Background: an optimization exercise with open tools, aiming at small area. Do not read the settings as production practice. The RTL was checked by simulation tests, not by an equivalence proof against the original design.

`flow/constraint.sdc`:
```
create_clock -name core_clock -period 7.0 [get_ports {clk}]
set_input_delay 1.4000 -clock core_clock [delete_from_list [all_inputs] [get_ports {clk}]]
set_output_delay 1.4000 -clock core_clock [all_outputs]
set_load 0.01 [all_outputs]
```
`flow/run.sh`:
```
#!/bin/bash
# synth_recipe.tcl (not shown) runs the flow's synth.tcl, then flattens the netlist and writes it again
# the make line also repeats each setting of config.mk as NAME=value (left out here)
make -C /OpenROAD-flow-scripts/flow DESIGN_CONFIG=/design/flow/config.mk WORK_HOME=/design/flow/orfs CLKGATE_MAP_FILE= SYNTH_SCRIPT=/design/flow/synth_recipe.tcl finish
```
`flow/config.mk`:
```
export PLATFORM = sky130hd
export DESIGN_NAME = compact_bf
export DESIGN_NICKNAME = compact_bf
export VERILOG_FILES = /design/flow/design.v
export SDC_FILE = /design/flow/constraint.sdc
export NUM_CORES = 4
export LEC_CHECK = 0
export CAP_MARGIN = 20
export CORE_MARGIN = 2
export CORE_UTILIZATION = 40
export SLEW_MARGIN = 20
```
`flow/design.v`:
```
`timescale 1ns / 1ps
module DFF #(parameter data_width = 12)(
    input clk,rst,en,
    input [data_width-1:0] d,
    output reg [data_width-1:0] q 
    );
    always@(posedge clk or posedge rst)
    begin
      if(rst)
        q <= 0;
      else if(en)
        q <= d;
    end
endmodule
module shift_3 #(parameter data_width = 12)(
    input [data_width-1:0] din,
	input rst,clk,en,
	output wire [data_width-1:0] dout
	);
	reg [data_width-1:0] t0,t1,t2;
	always@(posedge clk or posedge rst)
	begin
	  if(rst) begin
	    t0 <= 0; t1 <= 0; t2 <= 0; 
	    end
	  else if(en) begin
	    t0 <= din;
	    t1 <= t0; t2 <= t1; 
	  end
	end
	assign dout = t2;
endmodule
module shift_4 #(parameter data_width = 12)(
    input [data_width-1:0] din,
	input rst,clk,en,
	output wire [data_width-1:0] dout
	);
	reg [data_width-1:0] t0,t1,t2,t3;
	always@(posedge clk or posedge rst)
	begin
	  if(rst) begin
	    t0 <= 0; t1 <= 0; t2 <= 0; t3 <= 0;
	    end
	  else if(en) begin
	    t0 <= din;
	    t1 <= t0; t2 <= t1; t3 <= t2;
	  end
	end
	assign dout = t3;
endmodule
module modular_add #(parameter data_width = 12) (
    input [data_width-1:0] x_add,
    input [data_width-1:0] y_add,
    output [data_width-1:0] z_add
    );
    parameter M = 12'd3329;
    wire [data_width-1:0] s;
    wire c;
    wire [data_width-1:0] d;
    wire b;
    wire sel;
    assign sel = ~((~c) & b);
    assign {c,s} = x_add + y_add;
    assign {b,d} = s - M;
    assign z_add = sel == 1? d : s;
endmodule
module modular_substraction #(parameter data_width = 12)(
    input [data_width-1:0] x_sub,
    input [data_width-1:0] y_sub,
    output [data_width-1:0] z_sub
    );
    parameter M = 12'd3329;
    wire [data_width-1:0] q;
    wire c;
    wire [data_width-1:0] d;
    wire b;
    assign {b,d} = x_sub - y_sub;
    assign  q = b == 1? M : 0;
    assign {c,z_sub} = d + q;
endmodule
`timescale 1ns / 1ps
module modular_mul #(parameter data_width = 12)(
    input clk,rst,en,
    input [data_width-1:0] A_in, B_in,
    output wire [data_width-1:0]  P_out
    );
    parameter q0 = 13'd5039;
    parameter q = 12'd3329;
    wire [data_width*2-1:0] z; 
    wire [data_width:0] z_shift; 
    wire [data_width*2-1:0] z_q1;
    wire [data_width*2-1:0] z_q2,z_q3;
    wire [data_width*2:0] mul2; 
    wire [data_width*2:0] mul2_q;
    wire [data_width-1:0] mul2_shift;
    wire [data_width*2-1:0] mul3; 
    wire [data_width*2-1:0] mul3_q;
    wire [data_width*2-1:0] sub;
    wire [data_width:0] sub_low;
    wire sign;
    wire [data_width-1:0] sub_correct;
    wire [data_width-1:0] P_d;
    assign z = A_in * B_in;
    DFF #(.data_width(data_width*2)) d1(.clk(clk),.rst(rst),.en(en),.d(z),.q(z_q1));
    assign z_shift = z_q1 >> (data_width - 1);     
    DFF #(.data_width(data_width*2)) d2(.clk(clk),.rst(rst),.en(en),.d(z_q1),.q(z_q2));        
    DFF #(.data_width(data_width*2)) d3(.clk(clk),.rst(rst),.en(en),.d(z_q2),.q(z_q3));                                         
    assign mul2 = z_shift * q0;
    DFF #(.data_width(data_width*2+1)) d5(.clk(clk),.rst(rst),.en(en),.d(mul2),.q(mul2_q));  
   assign mul2_shift = mul2_q >> (data_width + 1); 
   assign mul3 = mul2_shift * q;
   DFF #(.data_width(data_width*2)) d6(.clk(clk),.rst(rst),.en(en),.d(mul3),.q(mul3_q));  
   assign sub = z_q3 - mul3_q;
   assign sub_low = sub[data_width:0];
   assign {sign,sub_correct} = sub_low - q;
   wire sign2;
   wire [data_width-1:0] sub_correct2;
   assign {sign2,sub_correct2} = sub_low - 2*q;
   assign P_d = sign == 1? sub_low : (sign2 == 1? sub_correct : sub_correct2);
   DFF #(.data_width(data_width)) d7(.clk(clk),.rst(rst),.en(en),.d(P_d),.q(P_out));                                 
endmodule
module PE0 #(parameter data_width = 12)(
    input clk,rst,en,
    input sel,
    input [data_width-1:0] u,v,w,
    output [data_width-1:0] bf_upper,bf_lower
    );
    wire [data_width-1:0] u_q1,u_q5;
    wire [data_width-1:0] mux_out1,mux_out2,mux_out3;
    wire [data_width-1:0] mux_out4,mux_out5;
    wire [data_width-1:0] v_q1;
    wire [data_width-1:0] mult_out,add_out,sub_out;
    wire [data_width-1:0] add_out_q1,sub_out_q1;
    wire [data_width-1:0] w_q1;
    wire [data_width-1:0] sub_op1,sub_op2;
    DFF dff_u(.clk(clk),.rst(rst),.en(en),.d(u),.q(u_q1));
    shift_4  shf_u (.clk(clk),.rst(rst),.en(en),.din(u_q1),.dout(u_q5));
    assign mux_out1 = u_q5;
    DFF dff_v(.clk(clk),.rst(rst),.en(en),.d(v),.q(v_q1));
    assign mux_out3 = v_q1;
    modular_mul mult_pe0(.clk(clk),.rst(rst),.en(en),.A_in(mux_out3),.B_in(mux_out4),.P_out(mult_out));
    assign mux_out2 =  mult_out;
    DFF dff_w(.clk(clk),.rst(rst),.en(en),.d(w),.q(w_q1));
    assign mux_out4 = sel == 0 ? 12'd2285:w_q1;
    assign mux_out5 = mult_out;
    assign sub_op1 = mux_out1;
    assign sub_op2 = mux_out2;
    modular_substraction  sub(.x_sub(sub_op1),.y_sub(sub_op2),.z_sub(sub_out)); 
    DFF dff_sub(.clk(clk),.rst(rst),.en(en),.d(sub_out),.q(sub_out_q1));   
    modular_add add(
               .x_add(mux_out1),
               .y_add(mux_out2),
               .z_add(add_out));
    DFF dff_add(.clk(clk),.rst(rst),.en(en),.d(add_out),.q(add_out_q1));
    assign bf_lower = add_out_q1;
    assign bf_upper = sub_out_q1;                                                                                                                                                          
endmodule
`timescale 1ns / 1ps
module PE1 #(parameter data_width = 12)(
    input clk,rst,en,
    input sel,
    input [data_width-1:0] u,v,
    output [data_width-1:0] bf_upper,bf_lower
    );
   wire [data_width-1:0] u_q3;
   wire [data_width-1:0] v_q3;
   wire [data_width-1:0] add_out;
   wire [data_width-1:0] sub_out,sub_op1,sub_op2;
   wire [data_width-1:0] add_out_q3,sub_out_q3;
   wire [data_width-1:0] half_out1,half_out2;
   shift_3 shf_u (.clk(clk),.rst(rst),.en(en),.din(u),.dout(u_q3));
   shift_3 shf_v (.clk(clk),.rst(rst),.en(en),.din(v),.dout(v_q3));
   assign sub_op1 = u_q3;
   assign sub_op2 = v_q3;
   modular_substraction  sub(.x_sub(sub_op1),.y_sub(sub_op2),.z_sub(sub_out));
   modular_add  add(.x_add(u_q3),.y_add(v_q3),.z_add(add_out));
   shift_3  shf_add (.clk(clk),.rst(rst),.en(en),.din(add_out),.dout(add_out_q3));
   shift_3  shf_sub (.clk(clk),.rst(rst),.en(en),.din(sub_out),.dout(sub_out_q3));
    assign bf_lower = add_out_q3;
    assign bf_upper = sub_out_q3;  
endmodule
`timescale 1ns / 1ps
module PE2 #(parameter data_width = 12)(
    input clk,rst,en,
    input [data_width-1:0] u,v,w1,w2,
    input sel,
    output [data_width-1:0] bf_upper,bf_lower
    );
    wire [data_width-1:0] u_q1;
    wire [data_width-1:0] w1_q1,w2_q1;
    wire [data_width-1:0] mux_out7,mux_out8;
    wire [data_width-1:0] v_q1;
    wire [data_width-1:0] mult_out1,mult_out2,add_out,sub_out;
    wire [data_width-1:0] add_out_q1,sub_out_q1;
    wire [data_width-1:0] sub_op1,sub_op2;
    DFF dff_u(.clk(clk),.rst(rst),.en(en),.d(u),.q(u_q1));
    DFF dff_w1(.clk(clk),.rst(rst),.en(en),.d(w1),.q(w1_q1));
    modular_mul mult1_pe2(.clk(clk),.rst(rst),.en(en),.A_in(u_q1),.B_in(w1_q1),.P_out(mult_out1));
    modular_add  add(
               .x_add(mult_out1),
               .y_add(mult_out2),
               .z_add(add_out));
    DFF dff_add(.clk(clk),.rst(rst),.en(en),.d(add_out),.q(add_out_q1));
    assign bf_lower = add_out_q1;
    DFF dff_v(.clk(clk),.rst(rst),.en(en),.d(v),.q(v_q1));
    DFF dff_w2(.clk(clk),.rst(rst),.en(en),.d(w2),.q(w2_q1));
    modular_mul mult2_pe2(.clk(clk),.rst(rst),.en(en),.A_in(v_q1),.B_in(w2_q1),.P_out(mult_out2));
    assign mux_out7 = mult_out2;
    assign mux_out8 = mult_out1;
    assign sub_op1 = mux_out8;
    assign sub_op2 = mux_out7;
    modular_substraction  sub(.x_sub(sub_op1),.y_sub(sub_op2),.z_sub(sub_out)); 
    DFF dff_sub(.clk(clk),.rst(rst),.en(en),.d(sub_out),.q(sub_out_q1));   
    assign bf_upper = sub_out_q1; 
endmodule
`timescale 1ns / 1ps
module PE3 #(parameter data_width = 12)(
        input clk,rst,en,
        input [data_width-1:0] u,v,
        input sel,
        output [data_width-1:0] bf_upper,bf_lower
        );
    parameter const_w = 3095;
    wire [data_width-1:0] u_q1,u_q5;
    wire [data_width-1:0] mux_out1,mux_out2,mux_out3;
    wire [data_width-1:0] mux_out4,mux_out5;
    wire [data_width-1:0] v_q1;
    wire [data_width-1:0] mult_out,add_out,sub_out;
    wire [data_width-1:0] add_out_q1,sub_out_q1,add_out_q5;
    wire [data_width-1:0] sub_op1,sub_op2;
    DFF dff_u(.clk(clk),.rst(rst),.en(en),.d(u),.q(u_q1));
    shift_4  shf_u (.clk(clk),.rst(rst),.en(en),.din(u_q1),.dout(u_q5));
    assign mux_out1 = u_q5;
    DFF dff_v(.clk(clk),.rst(rst),.en(en),.d(v),.q(v_q1));
    assign mux_out3 = v_q1;
    modular_mul mult_pe3(.clk(clk),.rst(rst),.en(en),.A_in(mux_out3),.B_in(mux_out4),.P_out(mult_out));
    assign mux_out2 = mult_out;
    assign mux_out4 = sel == 0 ? 12'd2285:const_w;
    assign mux_out5 = mult_out;
    assign sub_op1 = mux_out1;
    assign sub_op2 = mux_out2;
    modular_substraction  sub(.x_sub(sub_op1),.y_sub(sub_op2),.z_sub(sub_out)); 
    DFF dff_sub(.clk(clk),.rst(rst),.en(en),.d(sub_out),.q(sub_out_q1));   
    modular_add  add(
               .x_add(mux_out1),
               .y_add(mux_out2),
               .z_add(add_out));
    DFF dff_add(.clk(clk),.rst(rst),.en(en),.d(add_out),.q(add_out_q1));
    assign bf_lower = add_out_q1;
    assign bf_upper = sub_out_q1;                 
endmodule
module compact_bf #(parameter data_width = 12)(
        input clk,rst,
        input [data_width-1:0] u0,v0,u1,v1,
        input [data_width-1:0] wa1,wa2,wa3,
        input sel,
        input ien,
        output [data_width-1:0] bf_0_upper,bf_0_lower,bf_1_upper,bf_1_lower
        );
        wire [data_width-1:0] PE0_in_up,PE0_in_low,PE0_out_up,PE0_out_low;
        wire [data_width-1:0] PE1_in_up,PE1_in_low,PE1_out_up,PE1_out_low;
        wire [data_width-1:0] PE2_in_up,PE2_in_low,PE2_out_up,PE2_out_low;
        wire [data_width-1:0] PE3_in_up,PE3_in_low,PE3_out_up,PE3_out_low;
        wire   en_r2;              
        assign en_r2 = sel & ien;
        PE0 m_pe0(
             .clk(clk),.rst(rst),.en(ien),
             .sel(sel),
             .u(PE0_in_up),.v(PE0_in_low),.w(wa2),
             .bf_upper(PE0_out_low),.bf_lower(PE0_out_up));
        PE1 m_pe1(
             .clk(clk),.rst(rst),.en(en_r2),
             .sel(sel),
             .u(PE1_in_up),.v(PE1_in_low),
             .bf_upper(PE1_out_low),.bf_lower(PE1_out_up));     
        PE2 m_pe2(
              .clk(clk),.rst(rst),.en(en_r2),
              .u(PE2_in_up),.v(PE2_in_low),.w1(wa1),.w2(wa3),
              .sel(sel),
              .bf_upper(PE2_out_low),.bf_lower(PE2_out_up));       
        PE3 m_pe3(
              .clk(clk),.rst(rst),.en(ien),
              .u(PE3_in_up),.v(PE3_in_low),
              .sel(sel),
              .bf_upper(PE3_out_low),.bf_lower(PE3_out_up));
     assign PE0_in_up  =  u0;
     assign PE0_in_low =  v0;
     assign PE2_in_up  =  sel == 1'b0 ? 0: u1;
     assign PE2_in_low =  sel == 1'b0 ? 0: v1;
     assign PE1_in_up  =  sel == 1'b0 ? 0: PE0_out_up ;
     assign PE1_in_low =  sel == 1'b0 ? 0: PE2_out_up ;
     assign PE3_in_up  =  sel == 1'b0 ? u1: PE0_out_low;
     assign PE3_in_low =  sel == 1'b0 ? v1: PE2_out_low;
     assign bf_0_lower =  sel == 1'b0 ? PE0_out_up : PE1_out_up ;
     assign bf_0_upper =  sel == 1'b0 ? PE0_out_low: PE3_out_up ;
     assign bf_1_lower =  sel == 1'b0 ? PE3_out_up : PE1_out_low;
     assign bf_1_upper =  sel == 1'b0 ? PE3_out_low: PE3_out_low;
endmodule
```
==> summary.md <==
| Metric | Value |
|---|---|
| Status | no timing/DRC/antenna violations |
| Drt pass-1 iters | 5 |
| Top cell by count, worst path | fa_1 |
| Post-synthesis cell type count | 109 |
| Cts repair resizes | 0 |
| Clock buffer depth | 3 |
| Via count | 49746 |
| Mapped cell area | 69700 um2 |
| Clk latency of the worst-skew pair | 740 ps |
| CP Launch Type | input port |
| Gr ovfl total | 0 |
| Total Routing Usage GR | 0.192 |
| Crit end category | register |
| Hold_buf cts | 0 |
| WHS Endpoint | m_pe2.mult1_pe2.d2.q[6] |
| Setup-failing EPs final | 0 |
| Buffers on Ports | 135 |
| Die Y | 421 um |
| Vias in the first global route | 52531 |
| EDFF count, synth | 0 |
| Drt wl/cell | 17.0 um |
| Die W | 421 um |
| Register area | 19200 um2 |
| HP Class | register to register |
| Crit Path Category | input port to register |
| Starting Density | 0.402 |
| Syn. warnings | 6 |
| Core box area | 173000 um2 |
| Setup Skew | 31.5 ps |
| Fin crit period | 6580 ps |
| Worst Max-Slew Pin Slew | 1020 ps |
| Critical path arrival | 7180 ps |
| RR Startpoint | m_pe2.dff_u.q[5] |
| Area Growth Syn to Fin | 10.5% |
| Main synth FF type | dfrtp_1 |
| Slew Limit Fails | 0 |
| Max stage delay on crit path | 550 ps |
| Antenna violations before repair | 3 |
| Final core occ | 0.444 |
| Total CTS buffers | 92 |
| Worst-path cell chain | buf_6 > buf_4 > buf_4 > o21ai_0 > ha_1 > fa_1 > fa_1 > inv_1 > fa_1 > inv_1 > fa_1 > ha_1 > a2111oi_0 > buf_4 > o211ai_1 > a2111oi_0 > nor3_1 > a41oi_1 > a21oi_1 > xnor2_1 > mux2i_1 |
| Final hold vios | 0 |
| R2R setup slack | 440 ps |
| Multi-input gate area | 45400 um2 |
| Critical Path Slowest Stage Cell | a2111oi_0 |
| DRC | 0 |
| Hold_sp | m_pe2.mult1_pe2.d1.q[6] |
| CTS tree | done |
| Pin count of the biggest net entering global routing | 150 |
| DR iter-0 viols | 2583 |
| Worst slew margin | 0.318 |
| Worst path required time | 7600 ps |
| CP delay by family, top | adder cells |
| Pre-CTS WS | -261 ps |
| Postcts setup bufs | 0 |
| Synthesized instance count | 7343 |
| Site row count | 153 |
| Nets | 8910 |
| WP buf/inv | 6 |
| Share of layout cells above drive strength 1 | 0.0814 |
| Global-route wire length before repair | 278 mm |
| Synth Net Count | 8857 |
| # fillers | 16773 |
| Final std cells w/o fill | 9793 |
| Final setup TNS | 0 ps |
| Max-cap violations | 0 |
| ANT nets after route | 0 |
| Post-DP HPWL | 132 mm |
| Syn avg cell area | 9.49 um2 |
| RSZ-0062 raised after global routing | false |
| Die ar. | 178000 um2 |
| Crit share post-route | 0.940 |
| Post-Route WL | 166 mm |
| H-tree levels | 3 |
| Reg2reg path depth | 18 |
| Reg2Reg Capture Point | m_pe2.mult1_pe2.d1.q[23] |
| Seq/Total Area, Yosys | 0.276 |
| Hold path cells | 2 |
| CTS root buffer | clkbuf_16 |
| Worst-path clk slew | 60 ps |
| Flops & latches, synth | 768 |
| Num ports | 136 |
| Fmax | 152 MHz |
| Setup WS post-layout | 420 ps |
| Sink count of the clock tree | 768 |
| Routed vias/inst | 5.08 |
| Placed cells | 9626 |
| Synth async-reset ratio | 1.00 |
| Worst Path Max Fanout | 23 |
| Final Wtd Congestion | 0.856 |
## worst register-to-register path, delay by kind of cell (launching register included)
| family | cells | cell delay (ps) |
|---|---|---|
| simple gates | 3 | 440 |
| buf+inv | 3 | 190 |
| compound gates | 6 | 2420 |
| fa+ha+maj | 6 | 2620 |
| flops | 1 | 810 |
## Yosys cell counts, types with 43 or more instances
| cell type | number | area, um2 |
|---|---|---|
| nand2_1 | 1242 | 4660 |
| ha_1 | 804 | 10100 |
| a21o_1 | 58 | 435 |
| mux2i_1 | 53 | 531 |
| o21a_1 | 51 | 383 |
| nand3_1 | 82 | 410 |
| o31ai_1 | 45 | 338 |
| inv_1 | 1065 | 4000 |
| and3_1 | 63 | 394 |
| fa_1 | 622 | 12500 |
| nor2b_1 | 43 | 269 |
| clkbuf_1 | 247 | 927 |
| a21oi_1 | 200 | 1000 |
| mux2_2 | 290 | 3270 |
| nor2_1 | 267 | 1000 |
| nand2b_1 | 50 | 313 |
| dfrtp_1 | 768 | 19200 |
| o21ai_0 | 285 | 1430 |
| nor3_1 | 91 | 455 |
| and2_1 | 177 | 1110 |
| xnor2_1 | 192 | 1680 |
| xor2_1 | 128 | 1120 |
## cells in the final DEF, fill, tap and decap left out, drive strengths merged, types with 51 or more instances in the layout
cell and n:
a21oi 202, fa 622, and2 180, xnor2 196, buf 95, clkdlybuf4s50 133, a21o 58, nor2 267
o21a 51, o21ai 285, clkbuf 117, nor3 91, mux2 291, dfrtp 768, mux2i 54, xor2 130
and3 63, nand3 82, inv 1071, ha 804, nand2 1242
## how the worst max path moves through the flow
stage / from / endpoint / slack [ps] / depth (start not counted)
final: sel / m_pe3.mult_pe3.d1.q[21] / 420 / 21
after global routing: sel / m_pe3.mult_pe3.d1.q[21] / 90 / 21
after CTS: m_pe2.dff_u.q[5] / m_pe2.mult1_pe2.d1.q[23] / 450 / 18
after detailed placement: sel / m_pe3.mult_pe3.d1.q[23] / -260 / 21
after global placement: sel / m_pe3.mult_pe3.d1.q[21] / -350 / 21
after floorplan: rst / m_pe0.dff_add.q[0] / -4930 / 1
## cells by family (layout without fill, tap and decap cells)
logic type | after synthesis | after routing | share of synthesized area
simple gates | 2147 | 2147 | 0.137
xor+xnor | 326 | 326 | 0.0418
flops | 768 | 768 | 0.276
fa+ha+maj | 1427 | 1427 | 0.323
compound gates | 991 | 991 | 0.0949
mux | 345 | 345 | 0.0548
buf+inv | 1337 | 1461 | 0.0725
other cells | 2 | 3 | 0.000108
## area by class of cell
class,instances,area share
Antenna cell,1,0.0000325
Tap cell,2325,0.0378
Timing Repair Buffer,228,0.0284
Sequential cell,768,0.250
Clock buffer,117,0.0325
Clock inverter,48,0.00978
Multi-Input combinational cell,5238,0.590
Inverter,1068,0.0521
## per-stage QoR
stage	hold slack (ps)	area (um2)
after global routing	480	77000
after CTS	446	77000
final	442	77000
after detailed placement	455	73700
after global placement	448	73700
after floorplan	439	69700
## layer usage
metal / vias up / GRT usage / wire length, um
met3: 215 / 0.0214 / 4480
met1: 24801 / 0.237 / 71600
met2: 637 / 0.344 / 84100
met4: 0 / 0.0703 / 6180
li1: 24093 / - / -
met5: - / 0 / 0
## sequential cells by signal, summed over array words and instances, names as in the netlist, 13 cells and up
| register | cells |
|---|---|
| m_pe3.mult_pe3.d6.q | 13 |
| m_pe3.mult_pe3.d3.q | 13 |
| m_pe2.mult1_pe2.d2.q | 13 |
| m_pe0.mult_pe0.d1.q | 24 |
| m_pe2.mult2_pe2.d2.q | 13 |
| m_pe2.mult1_pe2.d1.q | 24 |
| m_pe0.mult_pe0.d2.q | 13 |
| m_pe2.mult2_pe2.d6.q | 13 |
| m_pe0.mult_pe0.d3.q | 13 |
| m_pe3.mult_pe3.d1.q | 24 |
| m_pe2.mult1_pe2.d6.q | 13 |
| m_pe3.mult_pe3.d2.q | 13 |
| m_pe0.mult_pe0.d6.q | 13 |
| m_pe2.mult1_pe2.d3.q | 13 |
| m_pe2.mult2_pe2.d1.q | 24 |
| m_pe2.mult2_pe2.d3.q | 13 |

## static timing again, ports no longer ideal
How much do the figures lean on ideal ports? The routed layout below was timed once more, with nothing changed but the port constraints.
Step 1 (the two cells are an assumption about what drives the block):
set clk [get_ports {clk}]
set_driving_cell -lib_cell sky130_fd_sc_hd__clkbuf_16 $clk
set_driving_cell -lib_cell sky130_fd_sc_hd__buf_2 [delete_from_list [all_inputs] $clk]
Step 2, shift: input delay + t, output delay - t, t = (earliest + latest rising clock arrival at the registers) / 2. This alone moves slack from input paths to output paths.
Three values: ideal ports, drivers, drivers and shift; two values: the first two.
shift t [ns]: 0.800
slack for setup (ns): 0.420 / 0.421 / -0.379
latest minus earliest clock arrival (ns): 0.042 / 0.042
Met with ideal ports but missed after step 2: setup timing in this run. For this run, drivers alone change the setup slack by +0.001 ns; drivers and shift together by -0.799 ns.
